From an optimization exercise on the open Yosys and OpenROAD flow, aimed at small area and a short achievable clock period; shortcuts taken in it are not production practice. Function was not checked in any run shown here: the RTL went through the layout flow alone. Power and IR drop assume default switching activity.

$ cat config.mk
export PLATFORM = sky130hd
export DESIGN_NAME = mac_demo
export DESIGN_NICKNAME = mac_demo
export VERILOG_FILES = /design/flow/design.v
export SDC_FILE = /design/flow/constraint.sdc
export NUM_CORES = 4
export LEC_CHECK = 0
export ABC_AREA = 1
export CAP_MARGIN = 20
export CORE_MARGIN = 2
export CORE_UTILIZATION = 40
export CTS_BUF_LIST = sky130_fd_sc_hd__clkbuf_4 sky130_fd_sc_hd__clkbuf_8
export SETUP_SLACK_MARGIN = 2.8
export SLEW_MARGIN = 20
export SYNTH_HIERARCHICAL = 1
export SYNTH_MINIMUM_KEEP_SIZE = 0
$ cat constraint.sdc
create_clock -name core_clock -period 7.0 [get_ports {clk}]
set_input_delay 1.4000 -clock core_clock [delete_from_list [all_inputs] [get_ports {clk}]]
set_output_delay 1.4000 -clock core_clock [all_outputs]
set_load 0.01 [all_outputs]
$ cat design.v
module multiplier  #(parameter width = 16)
   ( input    signed  [width-1 : 0] multiplicand,
     input    signed  [width-1 : 0] multiplier,   
     output   signed  [2 * width - 1 : 0] product
   ) ;
   assign  product = multiplicand * multiplier ;
endmodule
module  adder  #(parameter width = 32)  
		( input   signed [width-1 : 0] a ,
		  input   signed [width-1 : 0] b , 
		  output  signed [width-1 : 0] sum
		) ;
    assign   sum = a + b ;
endmodule
module accumulator #(parameter width = 32) 
	(input    clk,
     	 input    ena,
         input    reset,
         input	  signed [width - 1 : 0] acc_in,
   	 output   reg signed [width - 1 : 0] acc_out
	) ;
   always @(posedge clk) begin
      if (reset)  acc_out <= 0 ;
      else if (ena) acc_out <= acc_in ;
   end
endmodule
module mac_demo(input clk, input reset, input ena,
                input signed [15:0] k, input signed [15:0] x,
                output signed [31:0] acc_out);
  reg [31:0] rs, rc;
  reg rz;
  wire [31:0] acc;
  wire [31:0] ag, ap;
  ha u_cp0 (.a(rs[0]), .b(rc[0]), .s(ap[0]), .co(ag[0]));
  ha u_cp1 (.a(rs[1]), .b(rc[1]), .s(ap[1]), .co(ag[1]));
  ha u_cp2 (.a(rs[2]), .b(rc[2]), .s(ap[2]), .co(ag[2]));
  ha u_cp3 (.a(rs[3]), .b(rc[3]), .s(ap[3]), .co(ag[3]));
  ha u_cp4 (.a(rs[4]), .b(rc[4]), .s(ap[4]), .co(ag[4]));
  ha u_cp5 (.a(rs[5]), .b(rc[5]), .s(ap[5]), .co(ag[5]));
  ha u_cp6 (.a(rs[6]), .b(rc[6]), .s(ap[6]), .co(ag[6]));
  ha u_cp7 (.a(rs[7]), .b(rc[7]), .s(ap[7]), .co(ag[7]));
  ha u_cp8 (.a(rs[8]), .b(rc[8]), .s(ap[8]), .co(ag[8]));
  ha u_cp9 (.a(rs[9]), .b(rc[9]), .s(ap[9]), .co(ag[9]));
  ha u_cp10 (.a(rs[10]), .b(rc[10]), .s(ap[10]), .co(ag[10]));
  ha u_cp11 (.a(rs[11]), .b(rc[11]), .s(ap[11]), .co(ag[11]));
  ha u_cp12 (.a(rs[12]), .b(rc[12]), .s(ap[12]), .co(ag[12]));
  ha u_cp13 (.a(rs[13]), .b(rc[13]), .s(ap[13]), .co(ag[13]));
  ha u_cp14 (.a(rs[14]), .b(rc[14]), .s(ap[14]), .co(ag[14]));
  ha u_cp15 (.a(rs[15]), .b(rc[15]), .s(ap[15]), .co(ag[15]));
  ha u_cp16 (.a(rs[16]), .b(rc[16]), .s(ap[16]), .co(ag[16]));
  ha u_cp17 (.a(rs[17]), .b(rc[17]), .s(ap[17]), .co(ag[17]));
  ha u_cp18 (.a(rs[18]), .b(rc[18]), .s(ap[18]), .co(ag[18]));
  ha u_cp19 (.a(rs[19]), .b(rc[19]), .s(ap[19]), .co(ag[19]));
  ha u_cp20 (.a(rs[20]), .b(rc[20]), .s(ap[20]), .co(ag[20]));
  ha u_cp21 (.a(rs[21]), .b(rc[21]), .s(ap[21]), .co(ag[21]));
  ha u_cp22 (.a(rs[22]), .b(rc[22]), .s(ap[22]), .co(ag[22]));
  ha u_cp23 (.a(rs[23]), .b(rc[23]), .s(ap[23]), .co(ag[23]));
  ha u_cp24 (.a(rs[24]), .b(rc[24]), .s(ap[24]), .co(ag[24]));
  ha u_cp25 (.a(rs[25]), .b(rc[25]), .s(ap[25]), .co(ag[25]));
  ha u_cp26 (.a(rs[26]), .b(rc[26]), .s(ap[26]), .co(ag[26]));
  ha u_cp27 (.a(rs[27]), .b(rc[27]), .s(ap[27]), .co(ag[27]));
  ha u_cp28 (.a(rs[28]), .b(rc[28]), .s(ap[28]), .co(ag[28]));
  ha u_cp29 (.a(rs[29]), .b(rc[29]), .s(ap[29]), .co(ag[29]));
  ha u_cp30 (.a(rs[30]), .b(rc[30]), .s(ap[30]), .co(ag[30]));
  ha u_cp31 (.a(rs[31]), .b(rc[31]), .s(ap[31]), .co(ag[31]));
  wire pg1 = ag[1] | (ap[1] & ag[0]);
  wire pp_1 = ap[1] & ap[0];
  wire pg2 = ag[3] | (ap[3] & ag[2]);
  wire pp_2 = ap[3] & ap[2];
  wire pg3 = ag[5] | (ap[5] & ag[4]);
  wire pp_3 = ap[5] & ap[4];
  wire pg4 = ag[7] | (ap[7] & ag[6]);
  wire pp_4 = ap[7] & ap[6];
  wire pg5 = ag[9] | (ap[9] & ag[8]);
  wire pp_5 = ap[9] & ap[8];
  wire pg6 = ag[11] | (ap[11] & ag[10]);
  wire pp_6 = ap[11] & ap[10];
  wire pg7 = ag[13] | (ap[13] & ag[12]);
  wire pp_7 = ap[13] & ap[12];
  wire pg8 = ag[15] | (ap[15] & ag[14]);
  wire pp_8 = ap[15] & ap[14];
  wire pg9 = ag[17] | (ap[17] & ag[16]);
  wire pp_9 = ap[17] & ap[16];
  wire pg10 = ag[19] | (ap[19] & ag[18]);
  wire pp_10 = ap[19] & ap[18];
  wire pg11 = ag[21] | (ap[21] & ag[20]);
  wire pp_11 = ap[21] & ap[20];
  wire pg12 = ag[23] | (ap[23] & ag[22]);
  wire pp_12 = ap[23] & ap[22];
  wire pg13 = ag[25] | (ap[25] & ag[24]);
  wire pp_13 = ap[25] & ap[24];
  wire pg14 = ag[27] | (ap[27] & ag[26]);
  wire pp_14 = ap[27] & ap[26];
  wire pg15 = ag[29] | (ap[29] & ag[28]);
  wire pp_15 = ap[29] & ap[28];
  wire pg16 = ag[31] | (ap[31] & ag[30]);
  wire pp_16 = ap[31] & ap[30];
  wire pg17 = ag[2] | (ap[2] & pg1);
  wire pp_17 = ap[2] & pp_1;
  wire pg18 = pg2 | (pp_2 & pg1);
  wire pp_18 = pp_2 & pp_1;
  wire pg19 = ag[6] | (ap[6] & pg3);
  wire pp_19 = ap[6] & pp_3;
  wire pg20 = pg4 | (pp_4 & pg3);
  wire pp_20 = pp_4 & pp_3;
  wire pg21 = ag[10] | (ap[10] & pg5);
  wire pp_21 = ap[10] & pp_5;
  wire pg22 = pg6 | (pp_6 & pg5);
  wire pp_22 = pp_6 & pp_5;
  wire pg23 = ag[14] | (ap[14] & pg7);
  wire pp_23 = ap[14] & pp_7;
  wire pg24 = pg8 | (pp_8 & pg7);
  wire pp_24 = pp_8 & pp_7;
  wire pg25 = ag[18] | (ap[18] & pg9);
  wire pp_25 = ap[18] & pp_9;
  wire pg26 = pg10 | (pp_10 & pg9);
  wire pp_26 = pp_10 & pp_9;
  wire pg27 = ag[22] | (ap[22] & pg11);
  wire pp_27 = ap[22] & pp_11;
  wire pg28 = pg12 | (pp_12 & pg11);
  wire pp_28 = pp_12 & pp_11;
  wire pg29 = ag[26] | (ap[26] & pg13);
  wire pp_29 = ap[26] & pp_13;
  wire pg30 = pg14 | (pp_14 & pg13);
  wire pp_30 = pp_14 & pp_13;
  wire pg31 = ag[30] | (ap[30] & pg15);
  wire pp_31 = ap[30] & pp_15;
  wire pg32 = pg16 | (pp_16 & pg15);
  wire pp_32 = pp_16 & pp_15;
  wire pg33 = ag[4] | (ap[4] & pg18);
  wire pp_33 = ap[4] & pp_18;
  wire pg34 = pg3 | (pp_3 & pg18);
  wire pp_34 = pp_3 & pp_18;
  wire pg35 = pg19 | (pp_19 & pg18);
  wire pp_35 = pp_19 & pp_18;
  wire pg36 = pg20 | (pp_20 & pg18);
  wire pp_36 = pp_20 & pp_18;
  wire pg37 = ag[12] | (ap[12] & pg22);
  wire pp_37 = ap[12] & pp_22;
  wire pg38 = pg7 | (pp_7 & pg22);
  wire pp_38 = pp_7 & pp_22;
  wire pg39 = pg23 | (pp_23 & pg22);
  wire pp_39 = pp_23 & pp_22;
  wire pg40 = pg24 | (pp_24 & pg22);
  wire pp_40 = pp_24 & pp_22;
  wire pg41 = ag[20] | (ap[20] & pg26);
  wire pp_41 = ap[20] & pp_26;
  wire pg42 = pg11 | (pp_11 & pg26);
  wire pp_42 = pp_11 & pp_26;
  wire pg43 = pg27 | (pp_27 & pg26);
  wire pp_43 = pp_27 & pp_26;
  wire pg44 = pg28 | (pp_28 & pg26);
  wire pp_44 = pp_28 & pp_26;
  wire pg45 = ag[28] | (ap[28] & pg30);
  wire pp_45 = ap[28] & pp_30;
  wire pg46 = pg15 | (pp_15 & pg30);
  wire pp_46 = pp_15 & pp_30;
  wire pg47 = pg31 | (pp_31 & pg30);
  wire pp_47 = pp_31 & pp_30;
  wire pg48 = pg32 | (pp_32 & pg30);
  wire pp_48 = pp_32 & pp_30;
  wire pg49 = ag[8] | (ap[8] & pg36);
  wire pp_49 = ap[8] & pp_36;
  wire pg50 = pg5 | (pp_5 & pg36);
  wire pp_50 = pp_5 & pp_36;
  wire pg51 = pg21 | (pp_21 & pg36);
  wire pp_51 = pp_21 & pp_36;
  wire pg52 = pg22 | (pp_22 & pg36);
  wire pp_52 = pp_22 & pp_36;
  wire pg53 = pg37 | (pp_37 & pg36);
  wire pp_53 = pp_37 & pp_36;
  wire pg54 = pg38 | (pp_38 & pg36);
  wire pp_54 = pp_38 & pp_36;
  wire pg55 = pg39 | (pp_39 & pg36);
  wire pp_55 = pp_39 & pp_36;
  wire pg56 = pg40 | (pp_40 & pg36);
  wire pp_56 = pp_40 & pp_36;
  wire pg57 = ag[24] | (ap[24] & pg44);
  wire pp_57 = ap[24] & pp_44;
  wire pg58 = pg13 | (pp_13 & pg44);
  wire pp_58 = pp_13 & pp_44;
  wire pg59 = pg29 | (pp_29 & pg44);
  wire pp_59 = pp_29 & pp_44;
  wire pg60 = pg30 | (pp_30 & pg44);
  wire pp_60 = pp_30 & pp_44;
  wire pg61 = pg45 | (pp_45 & pg44);
  wire pp_61 = pp_45 & pp_44;
  wire pg62 = pg46 | (pp_46 & pg44);
  wire pp_62 = pp_46 & pp_44;
  wire pg63 = pg47 | (pp_47 & pg44);
  wire pp_63 = pp_47 & pp_44;
  wire pg64 = pg48 | (pp_48 & pg44);
  wire pp_64 = pp_48 & pp_44;
  wire pg65 = ag[16] | (ap[16] & pg56);
  wire pp_65 = ap[16] & pp_56;
  wire pg66 = pg9 | (pp_9 & pg56);
  wire pp_66 = pp_9 & pp_56;
  wire pg67 = pg25 | (pp_25 & pg56);
  wire pp_67 = pp_25 & pp_56;
  wire pg68 = pg26 | (pp_26 & pg56);
  wire pp_68 = pp_26 & pp_56;
  wire pg69 = pg41 | (pp_41 & pg56);
  wire pp_69 = pp_41 & pp_56;
  wire pg70 = pg42 | (pp_42 & pg56);
  wire pp_70 = pp_42 & pp_56;
  wire pg71 = pg43 | (pp_43 & pg56);
  wire pp_71 = pp_43 & pp_56;
  wire pg72 = pg44 | (pp_44 & pg56);
  wire pp_72 = pp_44 & pp_56;
  wire pg73 = pg57 | (pp_57 & pg56);
  wire pp_73 = pp_57 & pp_56;
  wire pg74 = pg58 | (pp_58 & pg56);
  wire pp_74 = pp_58 & pp_56;
  wire pg75 = pg59 | (pp_59 & pg56);
  wire pp_75 = pp_59 & pp_56;
  wire pg76 = pg60 | (pp_60 & pg56);
  wire pp_76 = pp_60 & pp_56;
  wire pg77 = pg61 | (pp_61 & pg56);
  wire pp_77 = pp_61 & pp_56;
  wire pg78 = pg62 | (pp_62 & pg56);
  wire pp_78 = pp_62 & pp_56;
  wire pg79 = pg63 | (pp_63 & pg56);
  wire pp_79 = pp_63 & pp_56;
  wire pg80 = pg64 | (pp_64 & pg56);
  wire pp_80 = pp_64 & pp_56;
  assign acc = ap ^ {pg79, pg78, pg77, pg76, pg75, pg74, pg73, pg72, pg71, pg70, pg69, pg68, pg67, pg66, pg65, pg56, pg55, pg54, pg53, pg52, pg51, pg50, pg49, pg36, pg35, pg34, pg33, pg18, pg17, pg1, ag[0], 1'b0};
  assign acc_out = acc & {32{~rz}};
  wire en = ena;
  wire [31:0] fb = acc_out;
  wire [16:0] xe = {x, 1'b0};
  wire [15:0] kg = k;
  wire [16:0] ke = {k[15], k};
  wire [17:0] ke2 = {ke, 1'b0};
  wire [7:0] ng, ngb;
  wire b0_one = (xe[1] ^ xe[0]) & en;
  wire b0_two = ((xe[2] & ~xe[1] & ~xe[0]) | (~xe[2] & xe[1] & xe[0])) & en;
  assign ng[0] = xe[2];
  wire [16:0] t0 = ke ^ {17{ng[0]}};
  wire [16:0] pp0 = ({17{b0_one}} & t0) | ({17{b0_two}} & {t0[15:0], ng[0]});
  assign ngb[0] = xe[2] & ~(xe[1] & xe[0]) & en;
  wire b1_one = (xe[3] ^ xe[2]) & en;
  wire b1_two = ((xe[4] & ~xe[3] & ~xe[2]) | (~xe[4] & xe[3] & xe[2])) & en;
  assign ng[1] = xe[4];
  wire [16:0] t1 = ke ^ {17{ng[1]}};
  wire [16:0] pp1 = ({17{b1_one}} & t1) | ({17{b1_two}} & {t1[15:0], ng[1]});
  assign ngb[1] = xe[4] & ~(xe[3] & xe[2]) & en;
  wire b2_one = (xe[5] ^ xe[4]) & en;
  wire b2_two = ((xe[6] & ~xe[5] & ~xe[4]) | (~xe[6] & xe[5] & xe[4])) & en;
  assign ng[2] = xe[6];
  wire [16:0] t2 = ke ^ {17{ng[2]}};
  wire [16:0] pp2 = ({17{b2_one}} & t2) | ({17{b2_two}} & {t2[15:0], ng[2]});
  assign ngb[2] = xe[6] & ~(xe[5] & xe[4]) & en;
  wire b3_one = (xe[7] ^ xe[6]) & en;
  wire b3_two = ((xe[8] & ~xe[7] & ~xe[6]) | (~xe[8] & xe[7] & xe[6])) & en;
  assign ng[3] = xe[8];
  wire [16:0] t3 = ke ^ {17{ng[3]}};
  wire [16:0] pp3 = ({17{b3_one}} & t3) | ({17{b3_two}} & {t3[15:0], ng[3]});
  assign ngb[3] = xe[8] & ~(xe[7] & xe[6]) & en;
  wire b4_one = (xe[9] ^ xe[8]) & en;
  wire b4_two = ((xe[10] & ~xe[9] & ~xe[8]) | (~xe[10] & xe[9] & xe[8])) & en;
  assign ng[4] = xe[10];
  wire [16:0] t4 = ke ^ {17{ng[4]}};
  wire [16:0] pp4 = ({17{b4_one}} & t4) | ({17{b4_two}} & {t4[15:0], ng[4]});
  assign ngb[4] = xe[10] & ~(xe[9] & xe[8]) & en;
  wire b5_one = (xe[11] ^ xe[10]) & en;
  wire b5_two = ((xe[12] & ~xe[11] & ~xe[10]) | (~xe[12] & xe[11] & xe[10])) & en;
  assign ng[5] = xe[12];
  wire [16:0] t5 = ke ^ {17{ng[5]}};
  wire [16:0] pp5 = ({17{b5_one}} & t5) | ({17{b5_two}} & {t5[15:0], ng[5]});
  assign ngb[5] = xe[12] & ~(xe[11] & xe[10]) & en;
  wire b6_one = (xe[13] ^ xe[12]) & en;
  wire b6_two = ((xe[14] & ~xe[13] & ~xe[12]) | (~xe[14] & xe[13] & xe[12])) & en;
  assign ng[6] = xe[14];
  wire [16:0] t6 = ke ^ {17{ng[6]}};
  wire [16:0] pp6 = ({17{b6_one}} & t6) | ({17{b6_two}} & {t6[15:0], ng[6]});
  assign ngb[6] = xe[14] & ~(xe[13] & xe[12]) & en;
  wire b7_one = (xe[15] ^ xe[14]) & en;
  wire b7_two = ((xe[16] & ~xe[15] & ~xe[14]) | (~xe[16] & xe[15] & xe[14])) & en;
  assign ng[7] = xe[16];
  wire [16:0] t7 = ke ^ {17{ng[7]}};
  wire [16:0] pp7 = ({17{b7_one}} & t7) | ({17{b7_two}} & {t7[15:0], ng[7]});
  assign ngb[7] = xe[16] & ~(xe[15] & xe[14]) & en;
  wire [5:0] pk;
  assign pk[0] = kg[0];
  assign pk[1] = kg[1] ^ (ng[7] & |kg[0:0]);
  assign pk[2] = kg[2] ^ (ng[7] & |kg[1:0]);
  assign pk[3] = kg[3] ^ (ng[7] & |kg[2:0]);
  assign pk[4] = kg[4] ^ (ng[7] & |kg[3:0]);
  assign pk[5] = kg[5] ^ (ng[7] & |kg[4:0]);
  wire [5:0] pe7 = ({6{b7_one}} & pk) | ({6{b7_two}} & {pk[4:0], 1'b0});
  wire c7 = ngb[7] & ~(b7_one & |kg[5:0]) & ~(b7_two & |kg[4:0]);
  wire fs0, fc0;
  fa u_fa0 (.a(ngb[0]), .b(fb[0]), .c(pp0[0]), .s(fs0), .co(fc0));
  wire fs1, fc1;
  fa u_fa1 (.a(fb[1]), .b(pp0[1]), .c(fc0), .s(fs1), .co(fc1));
  wire fs2, fc2;
  fa u_fa2 (.a(ngb[1]), .b(fb[2]), .c(pp0[2]), .s(fs2), .co(fc2));
  wire fs3, fc3;
  fa u_fa3 (.a(pp1[0]), .b(fs2), .c(fc1), .s(fs3), .co(fc3));
  wire fs4, fc4;
  fa u_fa4 (.a(fb[3]), .b(pp0[3]), .c(pp1[1]), .s(fs4), .co(fc4));
  wire hs0, hc0;
  ha u_ha0 (.a(fc2), .b(fs4), .s(hs0), .co(hc0));
  wire fs5, fc5;
  fa u_fa5 (.a(ngb[2]), .b(fb[4]), .c(pp0[4]), .s(fs5), .co(fc5));
  wire fs6, fc6;
  fa u_fa6 (.a(pp1[2]), .b(pp2[0]), .c(fc4), .s(fs6), .co(fc6));
  wire fs7, fc7;
  fa u_fa7 (.a(fs5), .b(hc0), .c(fs6), .s(fs7), .co(fc7));
  wire fs8, fc8;
  fa u_fa8 (.a(fb[5]), .b(pp0[5]), .c(pp1[3]), .s(fs8), .co(fc8));
  wire fs9, fc9;
  fa u_fa9 (.a(pp2[1]), .b(fc5), .c(fs8), .s(fs9), .co(fc9));
  wire hs1, hc1;
  ha u_ha1 (.a(fc6), .b(fs9), .s(hs1), .co(hc1));
  wire fs10, fc10;
  fa u_fa10 (.a(ngb[3]), .b(fb[6]), .c(pp0[6]), .s(fs10), .co(fc10));
  wire fs11, fc11;
  fa u_fa11 (.a(pp1[4]), .b(pp2[2]), .c(pp3[0]), .s(fs11), .co(fc11));
  wire fs12, fc12;
  fa u_fa12 (.a(fc8), .b(fs10), .c(fs11), .s(fs12), .co(fc12));
  wire hs2, hc2;
  ha u_ha2 (.a(fc9), .b(fs12), .s(hs2), .co(hc2));
  wire fs13, fc13;
  fa u_fa13 (.a(fb[7]), .b(pp0[7]), .c(pp1[5]), .s(fs13), .co(fc13));
  wire fs14, fc14;
  fa u_fa14 (.a(pp2[3]), .b(pp3[1]), .c(fc10), .s(fs14), .co(fc14));
  wire fs15, fc15;
  fa u_fa15 (.a(fc11), .b(fs13), .c(fs14), .s(fs15), .co(fc15));
  wire hs3, hc3;
  ha u_ha3 (.a(fc12), .b(hc2), .s(hs3), .co(hc3));
  wire fs16, fc16;
  fa u_fa16 (.a(ngb[4]), .b(fb[8]), .c(pp0[8]), .s(fs16), .co(fc16));
  wire fs17, fc17;
  fa u_fa17 (.a(pp1[6]), .b(pp2[4]), .c(pp3[2]), .s(fs17), .co(fc17));
  wire hs4, hc4;
  ha u_ha4 (.a(pp4[0]), .b(fc13), .s(hs4), .co(hc4));
  wire fs18, fc18;
  fa u_fa18 (.a(fb[9]), .b(pp0[9]), .c(pp1[7]), .s(fs18), .co(fc18));
  wire hs5, hc5;
  ha u_ha5 (.a(pp2[5]), .b(pp3[3]), .s(hs5), .co(hc5));
  wire fs19, fc19;
  fa u_fa19 (.a(ngb[5]), .b(fb[10]), .c(pp0[10]), .s(fs19), .co(fc19));
  wire fs20, fc20;
  fa u_fa20 (.a(pp1[8]), .b(pp2[6]), .c(pp3[4]), .s(fs20), .co(fc20));
  wire fs21, fc21;
  fa u_fa21 (.a(fb[11]), .b(pp0[11]), .c(pp1[9]), .s(fs21), .co(fc21));
  wire hs6, hc6;
  ha u_ha6 (.a(pp2[7]), .b(pp3[5]), .s(hs6), .co(hc6));
  wire fs22, fc22;
  fa u_fa22 (.a(ngb[6]), .b(fb[12]), .c(pp0[12]), .s(fs22), .co(fc22));
  wire fs23, fc23;
  fa u_fa23 (.a(pp1[10]), .b(pp2[8]), .c(pp3[6]), .s(fs23), .co(fc23));
  wire hs7, hc7;
  ha u_ha7 (.a(pp4[4]), .b(pp5[2]), .s(hs7), .co(hc7));
  wire fs24, fc24;
  fa u_fa24 (.a(fb[13]), .b(pp0[13]), .c(pp1[11]), .s(fs24), .co(fc24));
  wire fs25, fc25;
  fa u_fa25 (.a(pp2[9]), .b(pp3[7]), .c(pp4[5]), .s(fs25), .co(fc25));
  wire hs8, hc8;
  ha u_ha8 (.a(pp5[3]), .b(pp6[1]), .s(hs8), .co(hc8));
  wire fs26, fc26;
  fa u_fa26 (.a(fb[14]), .b(pp0[14]), .c(pp1[12]), .s(fs26), .co(fc26));
  wire fs27, fc27;
  fa u_fa27 (.a(pp2[10]), .b(pp3[8]), .c(pp4[6]), .s(fs27), .co(fc27));
  wire fs28, fc28;
  fa u_fa28 (.a(pp5[4]), .b(pp6[2]), .c(pe7[0]), .s(fs28), .co(fc28));
  wire fs29, fc29;
  fa u_fa29 (.a(fb[15]), .b(pp0[15]), .c(pp1[13]), .s(fs29), .co(fc29));
  wire fs30, fc30;
  fa u_fa30 (.a(pp2[11]), .b(pp3[9]), .c(pp4[7]), .s(fs30), .co(fc30));
  wire fs31, fc31;
  fa u_fa31 (.a(pp5[5]), .b(pp6[3]), .c(pe7[1]), .s(fs31), .co(fc31));
  wire fs32, fc32;
  fa u_fa32 (.a(fb[16]), .b(pp0[16]), .c(pp1[14]), .s(fs32), .co(fc32));
  wire fs33, fc33;
  fa u_fa33 (.a(pp2[12]), .b(pp3[10]), .c(pp4[8]), .s(fs33), .co(fc33));
  wire fs34, fc34;
  fa u_fa34 (.a(pp5[6]), .b(pp6[4]), .c(pe7[2]), .s(fs34), .co(fc34));
  wire fs35, fc35;
  fa u_fa35 (.a(fb[17]), .b(pp0[16]), .c(pp1[15]), .s(fs35), .co(fc35));
  wire fs36, fc36;
  fa u_fa36 (.a(pp2[13]), .b(pp3[11]), .c(pp4[9]), .s(fs36), .co(fc36));
  wire fs37, fc37;
  fa u_fa37 (.a(pp5[7]), .b(pp6[5]), .c(pe7[3]), .s(fs37), .co(fc37));
  wire fs38, fc38;
  fa u_fa38 (.a(fb[18]), .b(~pp0[16]), .c(~pp1[16]), .s(fs38), .co(fc38));
  wire fs39, fc39;
  fa u_fa39 (.a(pp2[14]), .b(pp3[12]), .c(pp4[10]), .s(fs39), .co(fc39));
  wire fs40, fc40;
  fa u_fa40 (.a(pp5[8]), .b(pp6[6]), .c(pe7[4]), .s(fs40), .co(fc40));
  wire fs41, fc41;
  assign fs41 = ~(fb[19] ^ pp2[15]);
  assign fc41 = fb[19] | pp2[15];
  wire fs42, fc42;
  fa u_fa42 (.a(pp3[13]), .b(pp4[11]), .c(pp5[9]), .s(fs42), .co(fc42));
  wire hs9, hc9;
  ha u_ha9 (.a(pp6[7]), .b(pe7[5]), .s(hs9), .co(hc9));
  wire fs43, fc43;
  fa u_fa43 (.a(fb[20]), .b(~pp2[16]), .c(pp3[14]), .s(fs43), .co(fc43));
  wire fs44, fc44;
  fa u_fa44 (.a(pp4[12]), .b(pp5[10]), .c(pp6[8]), .s(fs44), .co(fc44));
  wire hs10, hc10;
  ha u_ha10 (.a(pp7[6]), .b(c7), .s(hs10), .co(hc10));
  wire fs45, fc45;
  assign fs45 = ~(fb[21] ^ pp3[15]);
  assign fc45 = fb[21] | pp3[15];
  wire fs46, fc46;
  fa u_fa46 (.a(pp4[13]), .b(pp5[11]), .c(pp6[9]), .s(fs46), .co(fc46));
  wire fs47, fc47;
  fa u_fa47 (.a(fb[22]), .b(~pp3[16]), .c(pp4[14]), .s(fs47), .co(fc47));
  wire hs11, hc11;
  assign hs11 = ~fb[23];
  assign hc11 = fb[23];
  wire fs48, fc48;
  fa u_fa48 (.a(fs16), .b(fs17), .c(hs4), .s(fs48), .co(fc48));
  wire fs49, fc49;
  fa u_fa49 (.a(pp4[1]), .b(hs5), .c(fc16), .s(fs49), .co(fc49));
  wire hs12, hc12;
  ha u_ha12 (.a(fc17), .b(fs18), .s(hs12), .co(hc12));
  wire fs50, fc50;
  fa u_fa50 (.a(pp4[2]), .b(pp5[0]), .c(hc5), .s(fs50), .co(fc50));
  wire fs51, fc51;
  fa u_fa51 (.a(fc18), .b(fs19), .c(fs20), .s(fs51), .co(fc51));
  wire fs52, fc52;
  fa u_fa52 (.a(pp4[3]), .b(pp5[1]), .c(hs6), .s(fs52), .co(fc52));
  wire fs53, fc53;
  fa u_fa53 (.a(fc19), .b(fc20), .c(fs21), .s(fs53), .co(fc53));
  wire fs54, fc54;
  fa u_fa54 (.a(pp6[0]), .b(hc6), .c(hs7), .s(fs54), .co(fc54));
  wire fs55, fc55;
  fa u_fa55 (.a(fc21), .b(fs22), .c(fs23), .s(fs55), .co(fc55));
  wire fs56, fc56;
  fa u_fa56 (.a(hc7), .b(hs8), .c(fc22), .s(fs56), .co(fc56));
  wire fs57, fc57;
  fa u_fa57 (.a(fc23), .b(fs24), .c(fs25), .s(fs57), .co(fc57));
  wire fs58, fc58;
  fa u_fa58 (.a(hc8), .b(fc24), .c(fc25), .s(fs58), .co(fc58));
  wire fs59, fc59;
  fa u_fa59 (.a(fs26), .b(fs27), .c(fs28), .s(fs59), .co(fc59));
  wire fs60, fc60;
  fa u_fa60 (.a(fc26), .b(fc27), .c(fc28), .s(fs60), .co(fc60));
  wire fs61, fc61;
  fa u_fa61 (.a(fs29), .b(fs30), .c(fs31), .s(fs61), .co(fc61));
  wire fs62, fc62;
  fa u_fa62 (.a(fc29), .b(fc30), .c(fc31), .s(fs62), .co(fc62));
  wire fs63, fc63;
  fa u_fa63 (.a(fs32), .b(fs33), .c(fs34), .s(fs63), .co(fc63));
  wire fs64, fc64;
  fa u_fa64 (.a(fc32), .b(fc33), .c(fc34), .s(fs64), .co(fc64));
  wire fs65, fc65;
  fa u_fa65 (.a(fs35), .b(fs36), .c(fs37), .s(fs65), .co(fc65));
  wire fs66, fc66;
  fa u_fa66 (.a(fc35), .b(fc36), .c(fc37), .s(fs66), .co(fc66));
  wire fs67, fc67;
  fa u_fa67 (.a(fs38), .b(fs39), .c(fs40), .s(fs67), .co(fc67));
  wire fs68, fc68;
  fa u_fa68 (.a(hs9), .b(fc38), .c(fc39), .s(fs68), .co(fc68));
  wire fs69, fc69;
  fa u_fa69 (.a(fc40), .b(fs41), .c(fs42), .s(fs69), .co(fc69));
  wire fs70, fc70;
  fa u_fa70 (.a(hc9), .b(fc41), .c(fc42), .s(fs70), .co(fc70));
  wire fs71, fc71;
  fa u_fa71 (.a(fs43), .b(fs44), .c(hs10), .s(fs71), .co(fc71));
  wire fs72, fc72;
  fa u_fa72 (.a(pp7[7]), .b(fc43), .c(fc44), .s(fs72), .co(fc72));
  wire fs73, fc73;
  fa u_fa73 (.a(fs45), .b(hc10), .c(fs46), .s(fs73), .co(fc73));
  wire fs74, fc74;
  fa u_fa74 (.a(pp5[12]), .b(pp6[10]), .c(pp7[8]), .s(fs74), .co(fc74));
  wire fs75, fc75;
  fa u_fa75 (.a(fc45), .b(fc46), .c(fs47), .s(fs75), .co(fc75));
  wire fs76, fc76;
  fa u_fa76 (.a(hs11), .b(pp4[15]), .c(pp5[13]), .s(fs76), .co(fc76));
  wire fs77, fc77;
  fa u_fa77 (.a(pp6[11]), .b(pp7[9]), .c(fc47), .s(fs77), .co(fc77));
  wire fs78, fc78;
  fa u_fa78 (.a(fb[24]), .b(hc11), .c(~pp4[16]), .s(fs78), .co(fc78));
  wire fs79, fc79;
  fa u_fa79 (.a(pp5[14]), .b(pp6[12]), .c(pp7[10]), .s(fs79), .co(fc79));
  wire fs80, fc80;
  assign fs80 = ~(fb[25] ^ pp5[15]);
  assign fc80 = fb[25] | pp5[15];
  wire hs13, hc13;
  ha u_ha13 (.a(pp6[13]), .b(pp7[11]), .s(hs13), .co(hc13));
  wire fs81, fc81;
  fa u_fa81 (.a(fb[26]), .b(~pp5[16]), .c(pp6[14]), .s(fs81), .co(fc81));
  wire hs14, hc14;
  assign hs14 = ~fb[27];
  assign hc14 = fb[27];
  wire hs15, hc15;
  ha u_ha15 (.a(fc14), .b(fs48), .s(hs15), .co(hc15));
  wire fs82, fc82;
  fa u_fa82 (.a(hc4), .b(hs12), .c(fs49), .s(fs82), .co(fc82));
  wire fs83, fc83;
  fa u_fa83 (.a(fs50), .b(hc12), .c(fc49), .s(fs83), .co(fc83));
  wire fs84, fc84;
  fa u_fa84 (.a(fc50), .b(fs52), .c(fc51), .s(fs84), .co(fc84));
  wire fs85, fc85;
  fa u_fa85 (.a(fc52), .b(fs54), .c(fc53), .s(fs85), .co(fc85));
  wire fs86, fc86;
  fa u_fa86 (.a(fc54), .b(fs56), .c(fc55), .s(fs86), .co(fc86));
  wire fs87, fc87;
  fa u_fa87 (.a(fc56), .b(fs58), .c(fc57), .s(fs87), .co(fc87));
  wire fs88, fc88;
  fa u_fa88 (.a(fc58), .b(fs60), .c(fc59), .s(fs88), .co(fc88));
  wire fs89, fc89;
  fa u_fa89 (.a(fc60), .b(fs62), .c(fc61), .s(fs89), .co(fc89));
  wire fs90, fc90;
  fa u_fa90 (.a(fc62), .b(fs64), .c(fc63), .s(fs90), .co(fc90));
  wire fs91, fc91;
  fa u_fa91 (.a(fc64), .b(fs66), .c(fc65), .s(fs91), .co(fc91));
  wire fs92, fc92;
  fa u_fa92 (.a(fc66), .b(fs68), .c(fc67), .s(fs92), .co(fc92));
  wire fs93, fc93;
  fa u_fa93 (.a(fc68), .b(fc69), .c(fs70), .s(fs93), .co(fc93));
  wire fs94, fc94;
  fa u_fa94 (.a(fc70), .b(fs72), .c(fc71), .s(fs94), .co(fc94));
  wire fs95, fc95;
  fa u_fa95 (.a(fs74), .b(fc72), .c(fc73), .s(fs95), .co(fc95));
  wire fs96, fc96;
  fa u_fa96 (.a(fc74), .b(fs76), .c(fs77), .s(fs96), .co(fc96));
  wire fs97, fc97;
  fa u_fa97 (.a(fc76), .b(fs78), .c(fs79), .s(fs97), .co(fc97));
  wire fs98, fc98;
  fa u_fa98 (.a(hs13), .b(fc78), .c(fc79), .s(fs98), .co(fc98));
  wire fs99, fc99;
  fa u_fa99 (.a(pp7[12]), .b(hc13), .c(fc80), .s(fs99), .co(fc99));
  wire fs100, fc100;
  fa u_fa100 (.a(hs14), .b(pp6[15]), .c(pp7[13]), .s(fs100), .co(fc100));
  wire fs101, fc101;
  fa u_fa101 (.a(fb[28]), .b(hc14), .c(~pp6[16]), .s(fs101), .co(fc101));
  wire hs16, hc16;
  assign hs16 = ~fb[29];
  assign hc16 = fb[29];
  wire hs17, hc17;
  ha u_ha17 (.a(fc15), .b(hc3), .s(hs17), .co(hc17));
  wire fs102, fc102;
  fa u_fa102 (.a(fc48), .b(fs82), .c(hc15), .s(fs102), .co(fc102));
  wire fs103, fc103;
  fa u_fa103 (.a(fs51), .b(fs83), .c(fc82), .s(fs103), .co(fc103));
  wire fs104, fc104;
  fa u_fa104 (.a(fs53), .b(fc83), .c(fs84), .s(fs104), .co(fc104));
  wire fs105, fc105;
  fa u_fa105 (.a(fs55), .b(fc84), .c(fs85), .s(fs105), .co(fc105));
  wire fs106, fc106;
  fa u_fa106 (.a(fs57), .b(fc85), .c(fs86), .s(fs106), .co(fc106));
  wire fs107, fc107;
  fa u_fa107 (.a(fs59), .b(fc86), .c(fs87), .s(fs107), .co(fc107));
  wire fs108, fc108;
  fa u_fa108 (.a(fs61), .b(fc87), .c(fs88), .s(fs108), .co(fc108));
  wire fs109, fc109;
  fa u_fa109 (.a(fs63), .b(fc88), .c(fs89), .s(fs109), .co(fc109));
  wire fs110, fc110;
  fa u_fa110 (.a(fs65), .b(fc89), .c(fs90), .s(fs110), .co(fc110));
  wire fs111, fc111;
  fa u_fa111 (.a(fs67), .b(fc90), .c(fs91), .s(fs111), .co(fc111));
  wire fs112, fc112;
  fa u_fa112 (.a(fs69), .b(fc91), .c(fs92), .s(fs112), .co(fc112));
  wire fs113, fc113;
  fa u_fa113 (.a(fs71), .b(fc92), .c(fs93), .s(fs113), .co(fc113));
  wire fs114, fc114;
  fa u_fa114 (.a(fs73), .b(fc93), .c(fs94), .s(fs114), .co(fc114));
  wire fs115, fc115;
  fa u_fa115 (.a(fs75), .b(fc94), .c(fs95), .s(fs115), .co(fc115));
  wire fs116, fc116;
  fa u_fa116 (.a(fc75), .b(fc95), .c(fs96), .s(fs116), .co(fc116));
  wire fs117, fc117;
  fa u_fa117 (.a(fc77), .b(fs97), .c(fc96), .s(fs117), .co(fc117));
  wire fs118, fc118;
  fa u_fa118 (.a(fs80), .b(fc97), .c(fs98), .s(fs118), .co(fc118));
  wire fs119, fc119;
  fa u_fa119 (.a(fs81), .b(fc98), .c(fs99), .s(fs119), .co(fc119));
  wire fs120, fc120;
  fa u_fa120 (.a(fc81), .b(fs100), .c(fc99), .s(fs120), .co(fc120));
  wire fs121, fc121;
  fa u_fa121 (.a(pp7[14]), .b(fc100), .c(fs101), .s(fs121), .co(fc121));
  wire fs122, fc122;
  fa u_fa122 (.a(hs16), .b(pp7[15]), .c(fc101), .s(fs122), .co(fc122));
  wire fs123, fc123;
  fa u_fa123 (.a(fb[30]), .b(hc16), .c(~pp7[16]), .s(fs123), .co(fc123));
  wire hs18, hc18;
  assign hs18 = ~fb[31];
  assign hc18 = fb[31];
  wire [31:0] ns = {hs18, fs123, fs122, fs121, fs120, fc118, fs118, fs117, fc115, fc114, fc113, fc112, fc111, fc110, fc109, fc108, fc107, fc106, fc105, fc104, fc103, fs103, hc17, hs15, fs15, hc1, fc7, fs7, hs0, fs3, fs1, fs0};
  wire [31:0] nc = {fc123, fc122, fc121, fc120, fc119, fs119, fc117, fc116, fs116, fs115, fs114, fs113, fs112, fs111, fs110, fs109, fs108, fs107, fs106, fs105, fs104, fc102, fs102, hs17, hs3, hs2, hs1, 1'b0, fc3, 1'b0, 1'b0, 1'b0};
  always @(posedge clk) begin
    rz <= reset;
    rs <= ns;
    rc <= nc;
  end
endmodule
module fa(input a, input b, input c, output s, output co);
  assign s = a ^ b ^ c;
  assign co = (a & b) | (a & c) | (b & c);
endmodule
module ha(input a, input b, output s, output co);
  assign s = a ^ b;
  assign co = a & b;
endmodule
$ cat flow/run.sh
#!/bin/bash
# The standard layout (the standard.sh, unchanged synthesis), except that
# the port buffers are plain buffers and the clock-delay buffer cells are not
# used anywhere. The make output goes to standard.log; ORFS keeps each step's
# log under orfs/logs/.
set -uo pipefail
export BUFFER_PORTS_ARGS="-buffer_cell sky130_fd_sc_hd__buf_2"
export DONT_USE_CELLS="sky130_fd_sc_hd__clkdlybuf4s15_1 sky130_fd_sc_hd__clkdlybuf4s15_2 sky130_fd_sc_hd__clkdlybuf4s18_1 sky130_fd_sc_hd__clkdlybuf4s18_2 sky130_fd_sc_hd__clkdlybuf4s25_1 sky130_fd_sc_hd__clkdlybuf4s25_2 sky130_fd_sc_hd__clkdlybuf4s50_1 sky130_fd_sc_hd__clkdlybuf4s50_2"
bash standard.sh > standard.log 2>&1
$ cat standard.sh
#!/bin/bash
# synth_recipe.tcl (not shown) runs the flow's synth.tcl, then flattens the netlist and writes it again
# the make line also repeats each setting of config.mk as NAME=value (left out here)
make -C /OpenROAD-flow-scripts/flow DESIGN_CONFIG=/design/flow/config.mk WORK_HOME=/design/flow/orfs CLKGATE_MAP_FILE= SYNTH_SCRIPT=/design/flow/synth_recipe.tcl "${@:-finish}"
==> results of run 1 <==
-- modules after synthesis (local to each module, per instance) --
module / cells inside / copies in the design / flops+latches / area, um2
mac_demo: 821 / 1 / 61 / 5560
ha: 1 / 47 / 0 / 12.51
fa: 1 / 121 / 0 / 20.02
-- cell usage in the layout, fill, tap and decap left out, drive strengths merged, types with 43 or more instances in the layout --
| master | count |
|---|---|
| ha | 62 |
| nand2 | 158 |
| xnor2 | 114 |
| inv | 97 |
| dfxtp | 61 |
| fa | 121 |
| o22ai | 111 |
| a21oi | 43 |
| buf | 77 |
| nor2 | 56 |
-- flip-flops by register name, indices dropped and copies added, names as in the netlist --
register and cells:
rs 32, rc 28, rz 1
-- timing repair --
item,in CTS,in global routing
gates cloned,0,2
pin swaps,0,7
setup buffers,0,12
setup endpoints to repair,36,33
gates resized for setup,29,36
-- Yosys cell counts (all sizes together) --
library cell,number,area [um2]
a21oi,43,222.7
a211oi,1,7.510
xnor2,114,998.5
nor2,56,222.7
clkinv,1,3.750
or2,1,6.260
nor3,14,108.9
o21ai,39,195.2
nand2,156,655.6
nor4,1,6.260
conb,1,3.750
inv,97,364.1
fa,121,2422
o21a,5,37.54
o22ai,111,694.4
nand3,29,170.2
clkbuf,11,50.04
xor2,12,105.1
buf,48,264.0
a31oi,2,12.51
dfxtp,61,1221
ha,62,775.7
a21o,2,15.01
a21boi,1,7.510
-- metal layers --
metal	up-vias	wire, um	track usage
met5	-	0	0
met4	0	307	0.04717
met2	220	10170	0.3145
li1	3351	-	-
met3	22	1566	0.03394
met1	3386	10730	0.3120
-- path summary, 6_finish.rpt --
kind	end	slack, ps	cells after the start
worst max register to register	rc[18]$_DFF_P_	3070	14
worst max-delay path	rc[11]$_DFF_P_	2830	9
worst min register to register	rs[31]$_DFF_P_	590	3
worst min-delay path	rs[31]$_DFF_P_	590	3
-- logic make-up after synthesis --
group / after synthesis / share of synthesized area
and+or+nand+nor: 257 / 0.1365
AOI/OAI and AO/OA: 204 / 0.1391
adders and majority gates: 183 / 0.3731
buffers and inverters: 157 / 0.07956
xor gates and xnor gates: 126 / 0.1288
DFF: 61 / 0.1425
other: 1 / 0.0004375
-- layout make-up --
| type | count | area [um2] |
|---|---|---|
| clock buffer | 15 | 181.4 |
| clock inverter | 1 | 5.005 |
| fill | 2103 | 11520 |
| inverter | 98 | 367.9 |
| multi-input combinational | 776 | 6860 |
| sequential | 61 | 1221 |
| tap | 275 | 344.1 |
| timing repair buffer | 79 | 525.5 |
-- metrics by stage --
stage / std cells / power, uW
3_3_place_gp: 1275 / 3411
2_1_floorplan: 992 / 2834
6_report: 1305 / 3859
3_5_place_dp: 1275 / 3499
5_1_grt: 1305 / 4431
4_1_cts: 1291 / 3837
-- critical path, cell delays in order --
cell and delay [ps]:
sky130_fd_sc_hd__buf_6 160, sky130_fd_sc_hd__o21ai_0 420, sky130_fd_sc_hd__nand2_2 240, sky130_fd_sc_hd__buf_4 200
sky130_fd_sc_hd__o22ai_1 190, sky130_fd_sc_hd__fa_1 480, sky130_fd_sc_hd__fa_1 400, sky130_fd_sc_hd__fa_1 520
sky130_fd_sc_hd__fa_1 400
-- report_power, final --
group / total (uW) / internal, uW / leakage (uW) / switching (uW)
clock: 312 / 164 / 0.000101 / 149
combinational: 2930 / 1210 / 0.00385 / 1730
sequential: 613 / 564 / 0.000512 / 48.6
total: 3860 / 1930 / 0.00446 / 1920
==> report_table.html, run 1 <==
<table>
<tr><th>Metric</th><th>Value</th></tr>
<tr><th colspan="2">Setup path</th></tr>
<tr><td>Critical path data arrival time</td><td>~4400 ps</td></tr>
<tr><td>Max Fanout on Critical Path</td><td>21</td></tr>
<tr><td>Category of the worst setup path capture point</td><td>flop</td></tr>
<tr><td>Reg-to-reg critical path startpoint</td><td>rs[9]$_DFF_P_</td></tr>
<tr><td>Type of the setup path with the least slack</td><td>primary input to flop</td></tr>
<tr><td>CP Data Required Time</td><td>between 7000 and 8000 ps</td></tr>
<tr><td>Critical Path Start Type</td><td>primary input</td></tr>
<tr><td>Launch point of the worst path</td><td>x[5]</td></tr>
<tr><th colspan="2">Synth</th></tr>
<tr><td>Number of warnings printed during yosys synthesis</td><td>7</td></tr>
<tr><td>Average instance area after synthesis</td><td>8.666 um2</td></tr>
<tr><td>Post-synth design cell area</td><td>about 8600 um2</td></tr>
<tr><td>Share of the yosys chip area belonging to registers</td><td>0.1425</td></tr>
<tr><td>Synth unique cells</td><td>40</td></tr>
<tr><td>Post-synthesis register bit count</td><td>61</td></tr>
<tr><td>Gate count of the mapped netlist</td><td>just under 1000</td></tr>
<tr><th colspan="2">Cells and area</th></tr>
<tr><td>N_diodes</td><td>0</td></tr>
<tr><td>Area delta synth-&gt;final</td><td>10.91%</td></tr>
<tr><td>Fraction of layout cells with a size suffix above 1</td><td>0.1641</td></tr>
<tr><td>Final core utilization</td><td>0.4522</td></tr>
<tr><td>Nets@finish</td><td>about 1200</td></tr>
<tr><td>Area of all placed cells without fillers</td><td>about 9500 um2</td></tr>
<tr><th colspan="2">Power and ir drop</th></tr>
<tr><td>Pwr Density</td><td>406.0 nW/um2</td></tr>
<tr><td>Worst vdd rail ir drop</td><td>about 180 uV</td></tr>
<tr><td>Static leakage</td><td>between 0.004 and 0.005 uW</td></tr>
<tr><th colspan="2">Clock network</th></tr>
<tr><td>Num CTS Buffers</td><td>9</td></tr>
<tr><td>Clock network latency to the later pin of the worst-skew pair</td><td>380 ps</td></tr>
<tr><td>Hold-fix buffers at CTS</td><td>0</td></tr>
<tr><td>Buffers from clock root to sink, at most</td><td>2</td></tr>
<tr><td>TritonCTS clock tree</td><td>yes</td></tr>
<tr><td>Root cell of the clock tree</td><td>sky130_fd_sc_hd__clkbuf_8</td></tr>
<tr><td>Maximum level of the CTS H-tree</td><td>3</td></tr>
<tr><td>Clock Pin Slew Worst Setup and Hold Paths</td><td>about 70 ps</td></tr>
<tr><td>Clock sinks</td><td>61</td></tr>
<tr><th colspan="2">Global route</th></tr>
<tr><td>Antenna violations before repair</td><td>0</td></tr>
<tr><td>Maximum number of pins on one net before global-route repair</td><td>25</td></tr>
<tr><td>All-Layer GR Usage</td><td>0.2081</td></tr>
<tr><td>Wire length of the first global-routing pass</td><td>roughly 36000 um</td></tr>
<tr><td>Total congestion overflow</td><td>0</td></tr>
<tr><td>Via count of the first global-routing pass</td><td>6655</td></tr>
<tr><th colspan="2">Route</th></tr>
<tr><td>Post-DRT Antenna Nets</td><td>0</td></tr>
<tr><td>Via count</td><td>about 7000</td></tr>
<tr><td>Detailed-router iteration count before antenna repair</td><td>5</td></tr>
<tr><td>Average detailed-routed wire length per instance</td><td>~17 um</td></tr>
<tr><td>Via density per instance</td><td>roughly 5.3</td></tr>
<tr><td>Total routed wirelength</td><td>between 20000 and 25000 um</td></tr>
<tr><td>Drc violations</td><td>0</td></tr>
<tr><td>Number of DRC markers after the initial detailed-route iteration</td><td>around 420</td></tr>
<tr><th colspan="2">Floorplanning</th></tr>
<tr><td>Full die area</td><td>around 23000 um2</td></tr>
<tr><td>Starting utilization of the core area</td><td>0.4077</td></tr>
<tr><td>DIE HEIGHT</td><td>150.4 um</td></tr>
<tr><td>DIE WIDTH</td><td>approximately 150 um</td></tr>
<tr><td>Ports</td><td>between 60 and 70</td></tr>
<tr><td>Row cnt</td><td>53</td></tr>
<tr><td>Floorplan Core Area</td><td>21020 um2</td></tr>
<tr><th colspan="2">Placement</th></tr>
<tr><td>Count of input and output buffers</td><td>66</td></tr>
<tr><td>Post-DP HPWL</td><td>about 18000 um</td></tr>
<tr><td>Placed cell area</td><td>approximately 9000 um2</td></tr>
<tr><td>Worst setup slack after placement</td><td>around 2000 ps</td></tr>
<tr><td>Global placement routability congestion</td><td>0.9054</td></tr>
<tr><th colspan="2">Hold path</th></tr>
<tr><td>Worst hold-check path type</td><td>flop to flop</td></tr>
<tr><td>Worst Hold Launch</td><td>rc[31]$_DFF_P_</td></tr>
<tr><th colspan="2">Timing</th></tr>
<tr><td>Max Fclk</td><td>240.1 MHz</td></tr>
<tr><td>Number of max-slew violations in the final report</td><td>0</td></tr>
<tr><td>Final setup violation count</td><td>0</td></tr>
<tr><td>Slew HR</td><td>0.3699</td></tr>
<tr><td>Hold Violations, Final</td><td>0</td></tr>
<tr><td>Transition at the pin with the smallest max-transition slack</td><td>between 900 and 1000 ps</td></tr>
<tr><td>Setup TNS</td><td>0 ps</td></tr>
<tr><td>Worst-case setup margin in the final layout</td><td>about 2800 ps</td></tr>
<tr><td>Clock Skew</td><td>between 15 and 20 ps</td></tr>
<tr><td>Final Cycle Share</td><td>0.5951</td></tr>
<tr><td>Crit path time final</td><td>roughly 4200 ps</td></tr>
<tr><td>Final hold slack</td><td>just under 600 ps</td></tr>
<tr><td>Setup repair after global routing missed its margin</td><td>false</td></tr>
<tr><th colspan="2">Run status</th></tr>
<tr><td>Status</td><td>no timing/DRC/antenna violations</td></tr>
<tr><th colspan="2">Flow run</th></tr>
<tr><td>Count of maximum capacitance violations</td><td>0</td></tr>
</table>
==> inputs of run 2 (changes only) <==
--- a/config.mk
+++ b/config.mk
@@ -11,5 +11,5 @@
 export CORE_UTILIZATION = 40
 export CTS_BUF_LIST = sky130_fd_sc_hd__clkbuf_4 sky130_fd_sc_hd__clkbuf_8
-export SETUP_SLACK_MARGIN = 2.8
+export SETUP_SLACK_MARGIN = 2.6
 export SLEW_MARGIN = 20
 export SYNTH_HIERARCHICAL = 1
==> report_table.html, run 2 <==
<table>
<tr><th>Metric</th><th>Value</th></tr>
<tr><th colspan="2">Floorplanning</th></tr>
<tr><td>Starting utilization of the core area</td><td>0.4077 (unchanged)</td></tr>
<tr><td>DIE HEIGHT</td><td>150.4 um (unchanged)</td></tr>
<tr><td>Full die area</td><td>22610 um2 (unchanged)</td></tr>
<tr><td>Row cnt</td><td>53 (unchanged)</td></tr>
<tr><td>DIE WIDTH</td><td>150.4 um (unchanged)</td></tr>
<tr><td>Floorplan Core Area</td><td>21020 um2 (unchanged)</td></tr>
<tr><td>Ports</td><td>67 (unchanged)</td></tr>
<tr><th colspan="2">Run status</th></tr>
<tr><td>Status</td><td>no timing/DRC/antenna violations</td></tr>
<tr><th colspan="2">Global route</th></tr>
<tr><td>Via count of the first global-routing pass</td><td>6693 (+0.57%)</td></tr>
<tr><td>Wire length of the first global-routing pass</td><td>35830 um (-0.44%)</td></tr>
<tr><td>Maximum number of pins on one net before global-route repair</td><td>25 (unchanged)</td></tr>
<tr><td>All-Layer GR Usage</td><td>0.2064 (-0.001750)</td></tr>
<tr><td>Antenna violations before repair</td><td>0 (unchanged)</td></tr>
<tr><td>Total congestion overflow</td><td>0 (unchanged)</td></tr>
<tr><th colspan="2">Clock network</th></tr>
<tr><td>Clock Pin Slew Worst Setup and Hold Paths</td><td>70 ps (about the same)</td></tr>
<tr><td>TritonCTS clock tree</td><td>yes</td></tr>
<tr><td>Clock sinks</td><td>61 (unchanged)</td></tr>
<tr><td>Maximum level of the CTS H-tree</td><td>3 (unchanged)</td></tr>
<tr><td>Clock network latency to the later pin of the worst-skew pair</td><td>390 ps (about the same)</td></tr>
<tr><td>Buffers from clock root to sink, at most</td><td>2 (unchanged)</td></tr>
<tr><td>Num CTS Buffers</td><td>9 (unchanged)</td></tr>
<tr><td>Root cell of the clock tree</td><td>sky130_fd_sc_hd__clkbuf_8</td></tr>
<tr><th colspan="2">Route</th></tr>
<tr><td>Number of DRC markers after the initial detailed-route iteration</td><td>508 (+20%)</td></tr>
<tr><td>Total routed wirelength</td><td>21790 um (-4.3%)</td></tr>
<tr><td>Drc violations</td><td>0 (unchanged)</td></tr>
<tr><td>Via density per instance</td><td>5.299 (-0.91%)</td></tr>
<tr><td>Average detailed-routed wire length per instance</td><td>16.87 um (-3.3%)</td></tr>
<tr><td>Post-DRT Antenna Nets</td><td>0 (unchanged)</td></tr>
<tr><td>Detailed-router iteration count before antenna repair</td><td>5 (unchanged)</td></tr>
<tr><td>Via count</td><td>6841 (-2.0%)</td></tr>
<tr><th colspan="2">Setup path</th></tr>
<tr><td>Max Fanout on Critical Path</td><td>21 (unchanged)</td></tr>
<tr><td>Category of the worst setup path capture point</td><td>flop</td></tr>
<tr><td>Type of the setup path with the least slack</td><td>primary input to flop</td></tr>
<tr><td>Critical Path Start Type</td><td>primary input</td></tr>
<tr><td>Critical path data arrival time</td><td>4540 ps (+120 ps)</td></tr>
<tr><td>CP Data Required Time</td><td>7260 ps (about the same)</td></tr>
<tr><th colspan="2">Cells and area</th></tr>
<tr><td>N_diodes</td><td>0 (unchanged)</td></tr>
<tr><td>Flip-flop count of the largest register, all copies and words added</td><td>32 (unchanged)</td></tr>
<tr><td>Nets@finish</td><td>1229 (-1.1%)</td></tr>
<tr><td>Area delta synth-&gt;final</td><td>7.343%</td></tr>
<tr><td>Commonest cells after routing, fill and taps aside</td><td>128 x sky130_fd_sc_hd__nand2_1, 121 x sky130_fd_sc_hd__fa_1, 114 x sky130_fd_sc_hd__xnor2_1, 111 x sky130_fd_sc_hd__o22ai_1, 96 x sky130_fd_sc_hd__inv_1</td></tr>
<tr><td>Filler-free cell count of the finished design</td><td>1291 (-1.1%)</td></tr>
<tr><td>Leading registers by flop count</td><td>rs: 32 flops, rc: 28 flops, rz: 1 flops</td></tr>
<tr><td>Most flop-heavy register</td><td>rs</td></tr>
<tr><td>Most common library cell in the layout ignoring fill and taps</td><td>sky130_fd_sc_hd__nand2_1</td></tr>
<tr><td>Fraction of layout cells with a size suffix above 1</td><td>0.1260 (-0.03809)</td></tr>
<tr><th colspan="2">Synth</th></tr>
<tr><td>Biggest area contributors in the synthesized netlist</td><td>sky130_fd_sc_hd__fa_1 28%, sky130_fd_sc_hd__dfxtp_1 14%, sky130_fd_sc_hd__xnor2_1 12%</td></tr>
<tr><td>Multiplexer fraction of the synthesized cell area</td><td>0 (unchanged)</td></tr>
<tr><td>Cell with the most instances after synthesis</td><td>sky130_fd_sc_hd__nand2_1</td></tr>
<tr><td>Area fraction in compound gates after synthesis</td><td>0.1391 (unchanged)</td></tr>
<tr><td>Library cell with the largest summed area after synthesis</td><td>sky130_fd_sc_hd__fa_1</td></tr>
<tr><td>Post-synthesis share of cell area spent on and, or, nand and nor gates</td><td>0.1365 (unchanged)</td></tr>
<tr><td>Synth unique cells</td><td>40 (unchanged)</td></tr>
<tr><td>Average instance area after synthesis</td><td>8.666 um2 (unchanged)</td></tr>
<tr><td>Post-synth design cell area</td><td>8571 um2 (unchanged)</td></tr>
<tr><td>Share of flip-flops with an asynchronous set or reset</td><td>0 (unchanged)</td></tr>
<tr><td>Number of enable-type register cells in the synthesized netlist</td><td>0 (unchanged)</td></tr>
<tr><td>Post-synthesis register bit count</td><td>61 (unchanged)</td></tr>
<tr><td>Share of the yosys chip area belonging to registers</td><td>0.1425 (unchanged)</td></tr>
<tr><td>Arithmetic-cell share of the synthesized area counting full adders, half adders and majority gates</td><td>0.3731 (unchanged)</td></tr>
<tr><td>Largest family of logic cells by synthesized area</td><td>adder cells</td></tr>
<tr><td>Area share of the largest cell type after synthesis</td><td>0.2826 (unchanged)</td></tr>
<tr><td>Number of warnings printed during yosys synthesis</td><td>7 (unchanged)</td></tr>
<tr><td>Gate count of the mapped netlist</td><td>989 (unchanged)</td></tr>
<tr><td>Post-Synth XOR/XNOR Area</td><td>0.1288 (unchanged)</td></tr>
<tr><td>Main synth FF type</td><td>sky130_fd_sc_hd__dfxtp_1</td></tr>
<tr><td>Leading cell types by count after synthesis</td><td>140 x sky130_fd_sc_hd__nand2_1, 121 x sky130_fd_sc_hd__fa_1, 114 x sky130_fd_sc_hd__xnor2_1</td></tr>
<tr><th colspan="2">Placement</th></tr>
<tr><td>Global placement routability congestion</td><td>0.9133 (+0.87%)</td></tr>
<tr><td>Count of input and output buffers</td><td>66 (unchanged)</td></tr>
<tr><td>Cell Count Post-Placement</td><td>1275 (unchanged)</td></tr>
<tr><td>Post-DP HPWL</td><td>17770 um (-1.2%)</td></tr>
<tr><th colspan="2">Timing</th></tr>
<tr><td>Number of max-slew violations in the final report</td><td>0 (unchanged)</td></tr>
<tr><td>Transition at the pin with the smallest max-transition slack</td><td>964.2 ps (+20.11 ps)</td></tr>
<tr><td>Final Cycle Share</td><td>0.6104 (+0.01528)</td></tr>
<tr><td>Clock Skew</td><td>12.46 ps (-5.709 ps)</td></tr>
<tr><td>Max Fclk</td><td>234.0 MHz (-2.5%)</td></tr>
<tr><td>Slew HR</td><td>0.3565 (-0.01342)</td></tr>
<tr><td>Setup repair after global routing missed its margin</td><td>false</td></tr>
<tr><td>Setup TNS</td><td>0 ps (unchanged)</td></tr>
<tr><td>Hold Violations, Final</td><td>0 (unchanged)</td></tr>
<tr><td>Final setup violation count</td><td>0 (unchanged)</td></tr>
<tr><td>Final hold slack</td><td>583.3 ps (-9.994 ps)</td></tr>
<tr><td>Crit path time final</td><td>4273 ps (+106.9 ps)</td></tr>
<tr><th colspan="2">Power and ir drop</th></tr>
<tr><td>Pwr Density</td><td>409.1 nW/um2 (+0.77%)</td></tr>
<tr><td>Worst vdd rail ir drop</td><td>177.6 uV (-2.8%)</td></tr>
<tr><td>Static leakage</td><td>0.004345 uW (-2.6%)</td></tr>
<tr><th colspan="2">Hold path</th></tr>
<tr><td>Worst hold-check path type</td><td>flop to flop</td></tr>
<tr><th colspan="2">Flow run</th></tr>
<tr><td>Count of maximum capacitance violations</td><td>0 (unchanged)</td></tr>
</table>
run 2: power breakdown:
part	switching [uW]	internal, uW	total (uW)
combinational	1680	1140	2820
sequential	47.6	564	612
clock	154	175	329
total	1880	1880	3760
run 2: cell families (layout without fill, tap and decap cells):
family,count (synthesis),after routing
AOI/OAI and AO/OA,204,204
xor gates and xnor gates,126,126
DFF,61,61
and+or+nand+nor,257,257
other,1,4
buffers and inverters,157,181
adders and majority gates,183,183
run 2: area by class of cell:
class                           instances  area, um2
Multi-Input combinational cell        774       6714
Clock buffer                           11      145.1
Tap cell                              275      344.1
Fill cell                            2075      11820
Sequential cell                        61       1221
Inverter                               98      367.9
Timing Repair Buffer                   67      357.8
Clock inverter                          5      50.05
run 2: path summary, 6_finish.rpt:
| check | startpoint | to | slack, ps | depth (start not counted) |
|---|---|---|---|---|
| worst min register to register | rc[31]$_DFF_P_ | rs[31]$_DFF_P_ | 580 | 3 |
| worst max-delay path | x[11] | rc[16]$_DFF_P_ | 2730 | 8 |
| worst max register to register | rs[9]$_DFF_P_ | rc[18]$_DFF_P_ | 3020 | 14 |
| worst min-delay path | rc[31]$_DFF_P_ | rs[31]$_DFF_P_ | 580 | 3 |
run 2: modules after synthesis (local to each module, per instance):
module | times used | flops+latches | area, um2 | cells
ha | 47 | 0 | 12.51 | 1
fa | 121 | 0 | 20.02 | 1
mac_demo | 1 | 61 | 5560 | 821
run 2: critical path: stages:
cell and delay (ps):
sky130_fd_sc_hd__clkbuf_4 320, sky130_fd_sc_hd__ha_1 290, sky130_fd_sc_hd__nand2_1 380, sky130_fd_sc_hd__o22ai_1 200, sky130_fd_sc_hd__fa_1 510, sky130_fd_sc_hd__fa_1 490
sky130_fd_sc_hd__fa_1 530, sky130_fd_sc_hd__fa_1 410
run 2: repair_timing:
action | 4_1_cts | 5_1_grt
setup buffers | 0 | 0
gates resized for setup | 10 | 14
setup endpoints to repair | 20 | 31
hold buffers | 0 | 0
run 2: metrics by stage:
| stage | setup WS (ps) | utilization | area (um2) | total power (uW) |
|---|---|---|---|---|
| floorplan | 2707 | - | 8582 | 2827 |
| global placement | 2015 | 0.4257 | 8950 | 3402 |
| detailed placement | 1935 | 0.4257 | 8950 | 3477 |
| CTS | 2603 | 0.4361 | 9168 | 3824 |
| global route | 2603 | 0.4377 | 9200 | 4310 |
| finish | 2727 | 0.4377 | 9200 | 3764 |
run 2: per-layer routing:
metal / vias up / wire length (um) / GRT usage
li1: 3316 / - / -
met1: 3287 / 10390 / 0.3007
met2: 223 / 9576 / 0.3211
met3: 15 / 1561 / 0.03242
met4: 0 / 254 / 0.05047
met5: - / 0 / 0

static timing again, ports no longer ideal:
In the flow no input, the clock included, has a driving cell. The finished layouts below were timed again as built, in two steps. Step 1 (the two cells are an assumption about what drives the block):
set clk [get_ports {clk}]
set_driving_cell -lib_cell sky130_fd_sc_hd__clkbuf_16 $clk
set_driving_cell -lib_cell sky130_fd_sc_hd__buf_2 [delete_from_list [all_inputs] $clk]
Step 2, shift: input delay + t, output delay - t, t = (earliest + latest rising clock arrival at the registers) / 2. This alone moves slack from input paths to output paths. Three values: no drivers, after step 1, after step 2; two values: the first two.
run	t, ns	slack for setup (ns)	worst hold slack (ns)	worst data-port slew with drivers (ns)
run 1	0.407	2.834 / 2.827 / 2.420	0.593 / 0.593 / 0.593	0.07
run 2	0.417	2.727 / 2.736 / 2.319	0.583 / 0.583 / 0.583	0.04
After both steps setup and hold are still met in every run listed. For run 1, which loses most, drivers alone change the setup slack by -0.007 ns; drivers and shift together by -0.414 ns.
